What follows belongs to an exercise in optimizing a design on an open flow for small area, a short achievable clock period and few clock cycles; a production flow would make more cautious choices.
The RTL was checked by simulation tests, not by an equivalence proof against the original design.
No activity file was given, so power comes from the tool's default toggle rates.

## lane 1
Design chip8_cpu, start of the top module:
module chip8_cpu (
    input wire clk,
    input wire reset,
    input wire [7:0] mem_data_in,
    input wire [15:0] key_pressed,
    output wire mem_read,
    output reg [11:0] mem_addr_out,
    output reg [7:0] mem_data_out,
    output reg mem_write
);
    reg        q_hi, q_lo, q_ld;
    reg        t_hi, t_lo, t_ld;
    reg        m_st, m_ld, m_bcd, m_key, m_res;
    reg [3:0]  i;            
    reg [3:0]  mx;           
    reg [11:0] pcs;          
    reg [7:0]  ir_hi, ir_lo;
    reg        ev;           
    reg [11:0] I;
    reg [7:0]  V[0:15];
    reg [11:0] stack[0:15];
    reg [3:0]  sp;
    reg [7:0]  delay_timer, sound_timer;
    reg [20:0] one_hz;       
    reg [15:0] lfsr;
    wire       dcy = t_lo;               
    wire [7:0] din = mem_data_in;
    wire       stream = !(m_st || m_ld || m_bcd || m_key || m_res);
    assign mem_read = !mem_write;        
    wire [7:0] vx = V[ir_hi[3:0]];
    wire [7:0] vy = V[m_st ? i : din[7:4]];
    reg  [7:0] opx, opy;
    always @(posedge clk) begin
        opx <= vx;
        opy <= vy;
    end
    reg  [3:0] key_idx;
    integer    k;
    always @(*) begin
        key_idx = 4'd0;
        for (k = 15; k >= 0; k = k - 1)
            if (key_pressed[k]) key_idx = k[3:0];
    end
    wire any_key = |key_pressed;
    reg  [3:0] key_idx_r;
    reg        any_key_r;
    always @(posedge clk) begin
        key_idx_r <= key_idx;
        any_key_r <= any_key;
    end
    wire [1:0] bcd_h = (vx >= 8'd200) ? 2'd2 : (vx >= 8'd100) ? 2'd1 : 2'd0;
    function [7:0] bcd_to;
        input [7:0] v;
        begin
            case (v)
                8'd0: bcd_to = {4'd0, 4'd0};
                8'd1: bcd_to = {4'd0, 4'd1};
                8'd2: bcd_to = {4'd0, 4'd2};
                8'd3: bcd_to = {4'd0, 4'd3};
                8'd4: bcd_to = {4'd0, 4'd4};
                8'd5: bcd_to = {4'd0, 4'd5};
                8'd6: bcd_to = {4'd0, 4'd6};
                8'd7: bcd_to = {4'd0, 4'd7};
                8'd8: bcd_to = {4'd0, 4'd8};
                8'd9: bcd_to = {4'd0, 4'd9};
                8'd10: bcd_to = {4'd1, 4'd0};
  ...
clock: 12.0 ns
lec_check: 0
cap_margin: 20
core_margin: 2
core_utilization: 70
cts_buf_list: sky130_fd_sc_hd__clkbuf_8
cts_cluster_diameter: 50
cts_cluster_size: 16
slew_margin: 20
standard.sh (not shown) runs the stock make flow with config.mk's settings and CLKGATE_MAP_FILE= SYNTH_SCRIPT=/design/flow/synth_recipe.tcl, a recipe that flattens the netlist after the stock synthesis.
==> flow/flow/run.sh <==
#!/bin/bash
# Standard ORFS layout (the standard.sh: unchanged synthesis and steps), with
# - the port buffers that buffer_ports adds made buf_4 instead of its default
#   (a slow delay buffer), so input and output paths start from a fast buffer.
set -euo pipefail
export SETUP_SLACK_MARGIN=8
export BUFFER_PORTS_ARGS="-buffer_cell sky130_fd_sc_hd__buf_4"
bash standard.sh > standard_make.log 2>&1
Lane 1: PASS, flow complete, no timing, DRC or antenna violations
Testbench counts of lane 1, summed over its fixed seeds: cycles 204,165.
Inputs modified between lane 1 and lane 2:
- CORE_UTILIZATION: 70 -> 60
diff --git a/flow/flow/run.sh b/flow/flow/run.sh
--- a/flow/flow/run.sh
+++ b/flow/flow/run.sh
@@ -4,5 +4,5 @@
 #   (a slow delay buffer), so input and output paths start from a fast buffer.
 set -euo pipefail
-export SETUP_SLACK_MARGIN=8
+export SETUP_SLACK_MARGIN=8.7
 export BUFFER_PORTS_ARGS="-buffer_cell sky130_fd_sc_hd__buf_4"
 bash standard.sh > standard_make.log 2>&1
Results
On lane 2: standard-cell row count is 6 higher than what lane 1 gave.
Die size: lane 2 exceeds lane 1
Relative to lane 1, combinational cell fraction of total power has increased by 7.7 points in lane 2.
Compared lane 2 vs lane 1, and maximum fanout encountered on the critical timing path is down in lane 2.
Sort lane 1 and lane 2 by sequential share of power, descending, and lane 1 comes first.
Utilization: lane 2 vs lane 1 down 3.4 points
Global-route usage was higher in the run labelled lane 1.
Cell count: lane 2 higher than lane 1
Changes in lane 3 relative to lane 2:
- setting GPL_ROUTABILITY_DRIVEN to 0 for the first time
diff --git a/flow/flow/run.sh b/flow/flow/run.sh
--- a/flow/flow/run.sh
+++ b/flow/flow/run.sh
@@ -4,5 +4,5 @@
 #   (a slow delay buffer), so input and output paths start from a fast buffer.
 set -euo pipefail
-export SETUP_SLACK_MARGIN=8.7
+export SETUP_SLACK_MARGIN=8
 export BUFFER_PORTS_ARGS="-buffer_cell sky130_fd_sc_hd__buf_4"
 bash standard.sh > standard_make.log 2>&1
Findings:
- The final layout from lane 3, which completed every stage, passed the timing, DRC and antenna checks at the end of the flow.
- Looking at share of total power consumed by net switching, lane 3 sits 0.88 points lower than lane 2 does.
- On design area, lane 3 does better than lane 2.
- Setup slack: lane 3 more than lane 2
- Diff lane 2 -> lane 3: number of global-route vias before repair now sits lower, number of antenna violations at the first check in global routing decreased by 6 relative to the old numbers, number of design-rule violations left by the first detailed-router iteration fell by 395, count of plain and timing-repair buffers went down about 50%.
- Between lane 2 and lane 3, the wire length of the first global-routing pass is higher for lane 2.
For lane 4, these inputs were changed with respect to lane 3:
- a change of CTS_CLUSTER_SIZE from 16 to 12
- a change of CTS_CLUSTER_DIAMETER from 50 to 40
- a deleted GPL_ROUTABILITY_DRIVEN that had been 0
Findings:
- The die area on lane 3 is in line with that on lane 4.
- From lane 3 to lane 4 the numbers moved as follows: final critical-path required period saw a decrease, share of cell area taken by flip-flops and latches -1.1 points.
- Of the two values seen for worst-path cell with the longest stage delay, sky130_fd_sc_hd__nor3_4 was produced by lane 3 and sky130_fd_sc_hd__a31oi_4 by lane 4.
The inputs of lane 5 differ from those of lane 4 as listed below.
- changing CTS_CLUSTER_DIAMETER from 40 to 50
- changing CTS_CLUSTER_SIZE from 12 to 16
## What came out
Taking lane 4 as the reference, in lane 5 net count reported at finish dropped 29; power lost 340 µW.
Wire length of the first global-routing pass | lane 5 below lane 4
Lane 4 and lane 5 ended up with nearly the same power drawn by the combinational cells.
Lane 5 improves on lane 4 in final design area excluding fillers.

chip8_cpu again, from the RTL that the note above started with.
==> flow/config.mk <==
export PLATFORM = sky130hd
export DESIGN_NAME = chip8_cpu
export DESIGN_NICKNAME = chip8_cpu
export VERILOG_FILES = /design/flow/design.v
export SDC_FILE = /design/flow/constraint.sdc
export NUM_CORES = 4
export LEC_CHECK = 0
export CAP_MARGIN = 20
export CORE_MARGIN = 2
export CORE_UTILIZATION = 60
export CTS_BUF_LIST = sky130_fd_sc_hd__clkbuf_8
export CTS_CLUSTER_DIAMETER = 50
export CTS_CLUSTER_SIZE = 16
export SLEW_MARGIN = 20
==> flow/constraint.sdc <==
create_clock -name core_clock -period 12.0 [get_ports {clk}]
set_input_delay 2.4000 -clock core_clock [delete_from_list [all_inputs] [get_ports {clk}]]
set_output_delay 2.4000 -clock core_clock [all_outputs]
set_load 0.01 [all_outputs]
==> flow/flow/run.sh <==
#!/bin/bash
# Standard ORFS layout (the standard.sh: unchanged synthesis and steps), with
# - the port buffers that buffer_ports adds made buf_4 instead of its default
#   (a slow delay buffer), so input and output paths start from a fast buffer.
set -euo pipefail
export SETUP_SLACK_MARGIN=8.3
export BUFFER_PORTS_ARGS="-buffer_cell sky130_fd_sc_hd__buf_4"
bash standard.sh > standard_make.log 2>&1
The first run produced a clean layout.
Testbench counts at the start, summed over its fixed seeds: cycles 204,165.
Next try:
==> flow/flow/run.sh (replaced) <==
#!/bin/bash
set -euo pipefail
export SETUP_SLACK_MARGIN=8
bash standard.sh > standard_make.log 2>&1
CTS_BUF_LIST = unset   (was sky130_fd_sc_hd__clkbuf_8)
CTS_CLUSTER_DIAMETER = unset   (was 50)
CTS_CLUSTER_SIZE = unset   (was 16)
Via count came out lower by about 4%.
Cell count is lower by about 2%.
Power went up by 0.82%.
Worst hold slack hardly moves.
Synthesized area does not change.
Core utilization falls by 1.5 points.
Non-clock buffer count goes down by 68.
Wire length went down by about 5%.
Sequential cell count is unchanged.
Design area drops by 2.0%.
Clock skew went down by 0.037 ns.
Next try:
--- a/flow/flow/run.sh
+++ b/flow/flow/run.sh
@@ -1,0 +2,3 @@
+# Standard ORFS layout (the standard.sh: unchanged synthesis and steps), with
+# - the port buffers that buffer_ports adds made buf_4 instead of its default
+#   (a slow delay buffer), so input and output paths start from a fast buffer.
@@ -3,0 +7 @@
+export BUFFER_PORTS_ARGS="-buffer_cell sky130_fd_sc_hd__buf_4"
CAP_MARGIN = 5   (was 20)
CTS_BUF_LIST = sky130_fd_sc_hd__clkbuf_8   (was unset)
CTS_CLUSTER_DIAMETER = 50   (was unset)
CTS_CLUSTER_SIZE = 16   (was unset)
SLEW_MARGIN = 5   (was 20)
Via count goes down by about 1.4%. Die area stays the same. Maximum frequency goes down by 3.4%. First-iteration DRC count goes down by about 10%. Total power goes down by about 9%. Combinational power goes down by about 3%. Count of clock-buffer cells in the layout goes down by 14. Core utilization goes down by 2.8 points. Setup slack got worse by 0.14 ns.
Next try:
CAP_MARGIN = 20   (was 5)
CTS_BUF_LIST = sky130_fd_sc_hd__clkbuf_16   (was sky130_fd_sc_hd__clkbuf_8)
CTS_CLUSTER_DIAMETER = 60   (was 50)
CTS_CLUSTER_SIZE = 30   (was 16)
SLEW_MARGIN = 20   (was 5)
=> Core utilization increases by 1.1 points; cell area increases by 1.6%; via count barely changes; combinational power barely changes; wire length decreases by 0.53%; setup slack improved by 0.19 ns.

## v32
Starting RTL as in the previous note.
export LEC_CHECK = 0
export CAP_MARGIN = 20
export CORE_MARGIN = 2
export CORE_UTILIZATION = 60
export CTS_BUF_LIST = sky130_fd_sc_hd__clkbuf_8
export CTS_CLUSTER_DIAMETER = 50
export CTS_CLUSTER_SIZE = 16
export SLEW_MARGIN = 20
export TNS_END_PERCENT = 10
create_clock -name core_clock -period 12.0 [get_ports {clk}]
==> flow/flow/run.sh <==
#!/bin/bash
# Standard ORFS layout (the standard.sh: unchanged synthesis and steps), with
# - the port buffers that buffer_ports adds made buf_4 instead of its default
#   (a slow delay buffer), so input and output paths start from a fast buffer.
set -euo pipefail
export SETUP_SLACK_MARGIN=8
export BUFFER_PORTS_ARGS="-buffer_cell sky130_fd_sc_hd__buf_4"
bash standard.sh > standard_make.log 2>&1
v32: all stages complete, timing, DRC and antenna checks passed
Testbench counts of v32, summed over its fixed seeds: cycles 204,165.
Modified inputs, v21 compared to v32
diff --git a/flow/flow/run.sh b/flow/flow/run.sh
--- a/flow/flow/run.sh
+++ b/flow/flow/run.sh
@@ -5,3 +5,3 @@
 set -euo pipefail
-export SETUP_SLACK_MARGIN=8
+export SETUP_SLACK_MARGIN=7.5
 export BUFFER_PORTS_ARGS="-buffer_cell sky130_fd_sc_hd__buf_4"
diff --git a/flow/config.mk b/flow/config.mk
--- a/flow/config.mk
+++ b/flow/config.mk
@@ -14,2 +14 @@
 export SLEW_MARGIN = 20
-export TNS_END_PERCENT = 10
### Flow results
v21 vs. v32: number of buffer and inverter stages on the critical path went down by 1. Of v32 and v21, the higher clock transition at the register clock pins on the worst setup and hold paths after CTS belongs to v21. In the tables for v32 and v21, maximum operating frequency reads higher with v32. The final layout net count of v21 falls short of that of v32 by about 0.9%. After synthesis and placement, the instance count of v21 is below that of v32. In v21, combinational power is lower than in v32. Relative to v32, v21 degrades worst setup slack.
#### Input delta (v27 over v21)
diff --git a/flow/flow/run.sh b/flow/flow/run.sh
--- a/flow/flow/run.sh
+++ b/flow/flow/run.sh
@@ -5,3 +5,3 @@
 set -euo pipefail
-export SETUP_SLACK_MARGIN=7.5
+export SETUP_SLACK_MARGIN=8
 export BUFFER_PORTS_ARGS="-buffer_cell sky130_fd_sc_hd__buf_4"
diff --git a/flow/config.mk b/flow/config.mk
--- a/flow/config.mk
+++ b/flow/config.mk
@@ -9,3 +9,3 @@
 export CORE_MARGIN = 2
-export CORE_UTILIZATION = 60
+export CORE_UTILIZATION = 55
 export CTS_BUF_LIST = sky130_fd_sc_hd__clkbuf_8
--- outcome ---
Area growth from synthesis to layout ends up lower on v21.
v21 vs v27, critical-path cell with the highest stage delay: sky130_fd_sc_hd__nor2_1 vs sky130_fd_sc_hd__a222oi_1
Compared with v21, total routed wirelength in v27 increased by a little under 10%.
Looking at worst hold slack, v27 sits 0.0056 ns above v21.

-- static timing again, ports no longer ideal --
Ports are ideal in the flow. The routed layouts listed here were re-timed in OpenROAD.
Step 1 (the two cells are an assumption about what drives the block):
set clk [get_ports {clk}]
set_driving_cell -lib_cell sky130_fd_sc_hd__clkbuf_16 $clk
set_driving_cell -lib_cell sky130_fd_sc_hd__buf_2 [delete_from_list [all_inputs] $clk]
Step 2, shift: input delay + t, output delay - t, t = (earliest + latest rising clock arrival at the registers) / 2. This alone moves slack from input paths to output paths.
a / b / c = ideal / step 1 / step 2; a / b = the first two.
run | shift t [ns] | slack for setup (ns) | worst hold slack (ns) | worst register clock-pin slew, ns | pins driven straight from the clock port
lane 1 | 0.743 | 7.889 / 7.889 / 7.254 | 0.370 / 0.370 / 0.370 | 0.11 / 0.11 | 1
lane 2 | 0.727 | 7.866 / 7.866 / 7.245 | 0.361 / 0.361 / 0.361 | 0.12 / 0.12 | 1
lane 3 | 0.726 | 7.950 / 7.960 / 7.257 | 0.364 / 0.364 / 0.364 | 0.10 / 0.10 | 1
lane 4 | 0.708 | 7.955 / 7.948 / 7.240 | 0.352 / 0.352 / 0.352 | 0.08 / 0.08 | 1
lane 5 | 0.722 | 7.961 / 7.952 / 7.229 | 0.340 / 0.340 / 0.340 | 0.11 / 0.11 | 1
the first run of note 2 | 0.721 | 8.097 / 8.020 / 7.299 | 0.365 / 0.365 / 0.365 | 0.10 / 0.10 | 1
the second run of note 2 | 0.657 | 7.937 / 7.937 / 7.280 | 0.365 / 0.365 / 0.365 | 0.07 / 0.07 | 1
the third run of note 2 | 0.708 | 7.792 / 7.792 / 7.233 | 0.360 / 0.360 / 0.360 | 0.11 / 0.11 | 1
the fourth run of note 2 | 0.623 | 7.984 / 7.982 / 7.358 | 0.358 / 0.358 / 0.358 | 0.10 / 0.10 | 1
v32 | 0.712 | 7.890 / 7.888 / 7.176 | 0.367 / 0.367 / 0.367 | 0.10 / 0.10 | 1
v21 | 0.710 | 7.553 / 7.541 / 6.831 | 0.357 / 0.357 / 0.357 | 0.10 / 0.10 | 1
v27 | 0.710 | 7.971 / 7.971 / 7.300 | 0.362 / 0.362 / 0.362 | 0.10 / 0.10 | 1
After both steps every run listed still meets setup and hold. The setup slack of the first run of note 2, which loses most, moves by -0.077 ns with the drivers and by -0.798 ns with both steps.
